What follows belongs to an exercise in optimizing a design on an open flow for low power; a production flow would make more cautious choices. At most, simulation tests tie the RTL to the original design; equivalence was not proved. The flow treats the clock pin as an ideal source. Dropping or thinning the clock tree relies on that and would not hold on a real chip. Power is estimated from default activity; no workload was simulated.

==> module spi_ram_controller, before the edit <==
module spi_ram_controller #(parameter DATA_WIDTH_BYTES=4, parameter ADDR_BITS=16) (
    input clk,
    input rstn,
    input  spi_miso,
    output spi_select,
    output spi_mosi,
    input [ADDR_BITS-1:0]           addr_in,
    input [DATA_WIDTH_BYTES*8-1:0]  data_in,
    input                           start_read,
    input                           start_write,
    output [DATA_WIDTH_BYTES*8-1:0] data_out,
    output                          busy
);
    reg [5:0] cnt;
    reg writing, miso_buf;
    reg [15:0] addr;
    reg [31:0] data;
    wire busy_w = |cnt[5:3];
    wire go = !busy_w & (start_read | start_write);
    wire addr_ph = cnt[5:4] == 2'b01;
    wire data_ph = cnt[5];
    always @(posedge clk)
        if (!rstn) cnt <= 6'd0;
        else if (go) cnt <= 6'd8;
        else if (busy_w) cnt <= cnt + 6'd1;
        else cnt <= 6'd0;
    wire a_ld = rstn & go;
    wire a_sh = rstn & addr_ph;
    wire a_hd = rstn & (cnt[5:3] == 3'b001);
    always @(posedge clk) begin
        if (!rstn) writing <= 0;
        else if (!busy_w) writing <= start_write;
        addr <= ({16{a_ld}} & addr_in) | ({16{a_sh}} & {addr[14:0], 1'b0}) | ({16{a_hd}} & addr);
    end
    always @(negedge clk) miso_buf <= spi_miso;
    wire d_ld = rstn & !busy_w & start_write;
    wire d_sh = rstn & data_ph;
    wire d_hd = rstn & !(!busy_w & start_write) & !data_ph;
    always @(posedge clk)
        data <= ({32{d_ld}} & data_in) | ({32{d_sh}} & {data[30:0], miso_buf}) | ({32{d_hd}} & data);
    assign busy = busy_w;
    assign spi_select = !busy_w;
    assign data_out = data;
    assign spi_mosi = cnt == 6'd14 || (cnt == 6'd15 && !writing) || (addr_ph & addr[15]) || (data_ph & data[31]);
endmodule
clock: 5.0 ns
lec_check: 0
abc_area: 1
cap_margin: 20
core_margin: 2
core_utilization: 40
slew_margin: 20
standard.sh (not shown) runs the stock make flow with config.mk's settings and CLKGATE_MAP_FILE= SYNTH_SCRIPT=/design/flow/synth_recipe.tcl, a recipe that flattens the netlist after the stock synthesis.
==> flow/flow/run.sh <==
#!/bin/bash
# Standard ORFS layout with power-oriented options:
#  - own clock tree: the clock port drives a few buffers, one per cluster of clock sinks
#  - port buffers of the smallest buffer cell
set -euo pipefail
HERE=$(cd "$(dirname "$0")" && pwd)
export PRE_CTS_TCL=$HERE/pre_cts.tcl
export MY_CLK_CLUSTERS=4
export MY_CLK_SLEW_NS=0.115
export BUFFER_PORTS_ARGS="-buffer_cell sky130_fd_sc_hd__buf_1"
bash standard.sh > standard.log 2>&1
Other scripts of this flow, unchanged in this note and not shown: flow/flow/clock_tree.tcl, flow/flow/pre_cts.tcl
==> next run, changes <==
--- a/flow/design.v
+++ b/flow/design.v
@@ -24,11 +24,10 @@
         else if (go) cnt <= 6'd8;
         else if (busy_w) cnt <= cnt + 6'd1;
-        else cnt <= 6'd0;
     wire a_ld = rstn & go;
     wire a_sh = rstn & addr_ph;
-    wire a_hd = rstn & (cnt[5:3] == 3'b001);
+    wire a_hd = rstn & !go & !addr_ph;
     always @(posedge clk) begin
         if (!rstn) writing <= 0;
-        else if (!busy_w) writing <= start_write;
+        else if (go) writing <= start_write;
         addr <= ({16{a_ld}} & addr_in) | ({16{a_sh}} & {addr[14:0], 1'b0}) | ({16{a_hd}} & addr);
     end
=> Sequential power increases slightly; clock skew drops by 9.8 ps; power grows by a few percent; wire length grows by a few percent; die area is higher slightly; core utilization is lower by 0.35 points; final area barely changes; combinational power rose by about a fifth.
For the second run of this note, only the layout was checked, not whether the RTL still works. No run of this note takes its clock network from TritonCTS; it comes from the design's own scripts or RTL.

Setup of 07-24:
spi_ram_controller, a different RTL version from the one above (not shown whole).
For scale: ~360 cells after synthesis, about 57 flip-flops, roughly 2800 µm² of cells after synthesis.
==> module spi_ram_controller, before the edit <==
module spi_ram_controller #(parameter DATA_WIDTH_BYTES=4, parameter ADDR_BITS=16) (
    input clk,
    input rstn,
    input  spi_miso,
    output spi_select,
    output spi_mosi,
    input [ADDR_BITS-1:0]           addr_in,
    input [DATA_WIDTH_BYTES*8-1:0]  data_in,
    input                           start_read,
    input                           start_write,
    output [DATA_WIDTH_BYTES*8-1:0] data_out,
    output                          busy
);
    reg [5:0] cnt;
    reg busy_r;
    reg writing, miso_buf;
    reg [15:0] addr;
    reg [31:0] data;
    wire go = !busy_r & (start_read | start_write);
    always @(posedge clk)
        if (!rstn) begin cnt <= 0; busy_r <= 0; end
        else begin
            if (go) begin cnt <= 0; busy_r <= 1; end
            else if (busy_r) begin
                cnt <= cnt + 1;
                if (cnt == 6'd55) busy_r <= 0;
            end
        end
    wire addr_ph = busy_r & (cnt[5:4] == 2'b01 || cnt[5:3] == 3'b001);
    wire data_ph = busy_r & (cnt[5] | (cnt[4] & cnt[3]));
    wire d_ld = rstn & !busy_r & start_write;
    wire d_sh = rstn & data_ph;
    wire d_hd = rstn & !(!busy_r & start_write) & !data_ph;
    always @(posedge clk) begin
        if (!rstn) begin addr <= 0; writing <= 0; end
        else if (go) begin addr <= addr_in; writing <= start_write; end
        else if (addr_ph) addr <= {addr[14:0], 1'b0};
        data <= ({32{d_ld}} & data_in) | ({32{d_sh}} & {data[30:0], miso_buf}) | ({32{d_hd}} & data);
    end
    always @(negedge clk) miso_buf <= spi_miso;
    assign busy = busy_r;
    assign spi_select = !busy_r;
    assign data_out = data;
    assign spi_mosi = (busy_r && (cnt == 6'd6 || (cnt == 6'd7 && !writing))) || (addr_ph & addr[15]) || (data_ph & data[31]);
endmodule
Settings: LEC_CHECK=0, ABC_AREA=1, CAP_MARGIN=20, CORE_MARGIN=2, CORE_UTILIZATION=40, SLEW_MARGIN=20; clock period 5.0 ns.
Scripts as last shown in full above: flow/flow/run.sh
Other scripts of this flow, unchanged in this note and not shown: flow/flow/clock_tree.tcl, flow/flow/pre_cts.tcl
Looking at the reports, 07-24 completed the entire flow and the layout it produced met the timing, DRC and antenna checks.
Input-level comparison between 09-04 and 07-24:
==> flow/design.v <==
module spi_ram_controller #(parameter DATA_WIDTH_BYTES=4, parameter ADDR_BITS=16) (
    input clk,
    input rstn,
    input  spi_miso,
    output spi_select,
    output spi_mosi,
    input [ADDR_BITS-1:0]           addr_in,
    input [DATA_WIDTH_BYTES*8-1:0]  data_in,
    input                           start_read,
    input                           start_write,
    output [DATA_WIDTH_BYTES*8-1:0] data_out,
    output                          busy
);
    reg [5:0] cnt;
    reg writing, miso_buf;
    reg [15:0] addr;
    reg [31:0] data;
    wire busy_w = |cnt[5:3];
    wire go = !busy_w & (start_read | start_write);
    wire addr_ph = cnt[5:4] == 2'b01;
    wire data_ph = cnt[5];
    always @(posedge clk)
        if (!rstn) cnt <= 6'd0;
        else if (go) cnt <= 6'd8;
        else if (busy_w) cnt <= cnt + 6'd1;
    always @(posedge clk) begin
        if (!rstn) begin addr <= 0; writing <= 0; end
        else if (go) begin addr <= addr_in; writing <= start_write; end
        else if (addr_ph) addr <= {addr[14:0], 1'b0};
    end
    always @(negedge clk) miso_buf <= spi_miso;
    wire d_ld = rstn & !busy_w & start_write;
    wire d_sh = rstn & data_ph;
    wire d_hd = rstn & !(!busy_w & start_write) & !data_ph;
    always @(posedge clk)
        data <= ({32{d_ld}} & data_in) | ({32{d_sh}} & {data[30:0], miso_buf}) | ({32{d_hd}} & data);
    assign busy = busy_w;
    assign spi_select = !busy_w;
    assign data_out = data;
    assign spi_mosi = cnt == 6'd14 || (cnt == 6'd15 && !writing) || (addr_ph & addr[15]) || (data_ph & data[31]);
endmodule
--- outcome ---
Number of distinct standard cells referenced by the synthesized netlist: lower on 09-04
09-04 did not stop at any stage, and its layout met the timing, DRC and antenna checks.
Of 09-04 and 07-24, it is 09-04 that has the lower netlist area before placement.
Net switching fraction of the power across 09-04 and 07-24: no real change.
Between 09-04 and 07-24, post-route worst hold slack is lower for 07-24, 09-04 comes in above that.
On worst setup slack, 09-04 tracks 07-24 almost exactly.
Diff 07-24 -> 09-04 | net switching power figure | decrease of 0.0020 mW
| starting utilization of the core area | 09-04 vs 07-24 | 0.30 points lower |
In every run of this note, the design's own scripts or RTL, not TritonCTS, make the clock network.
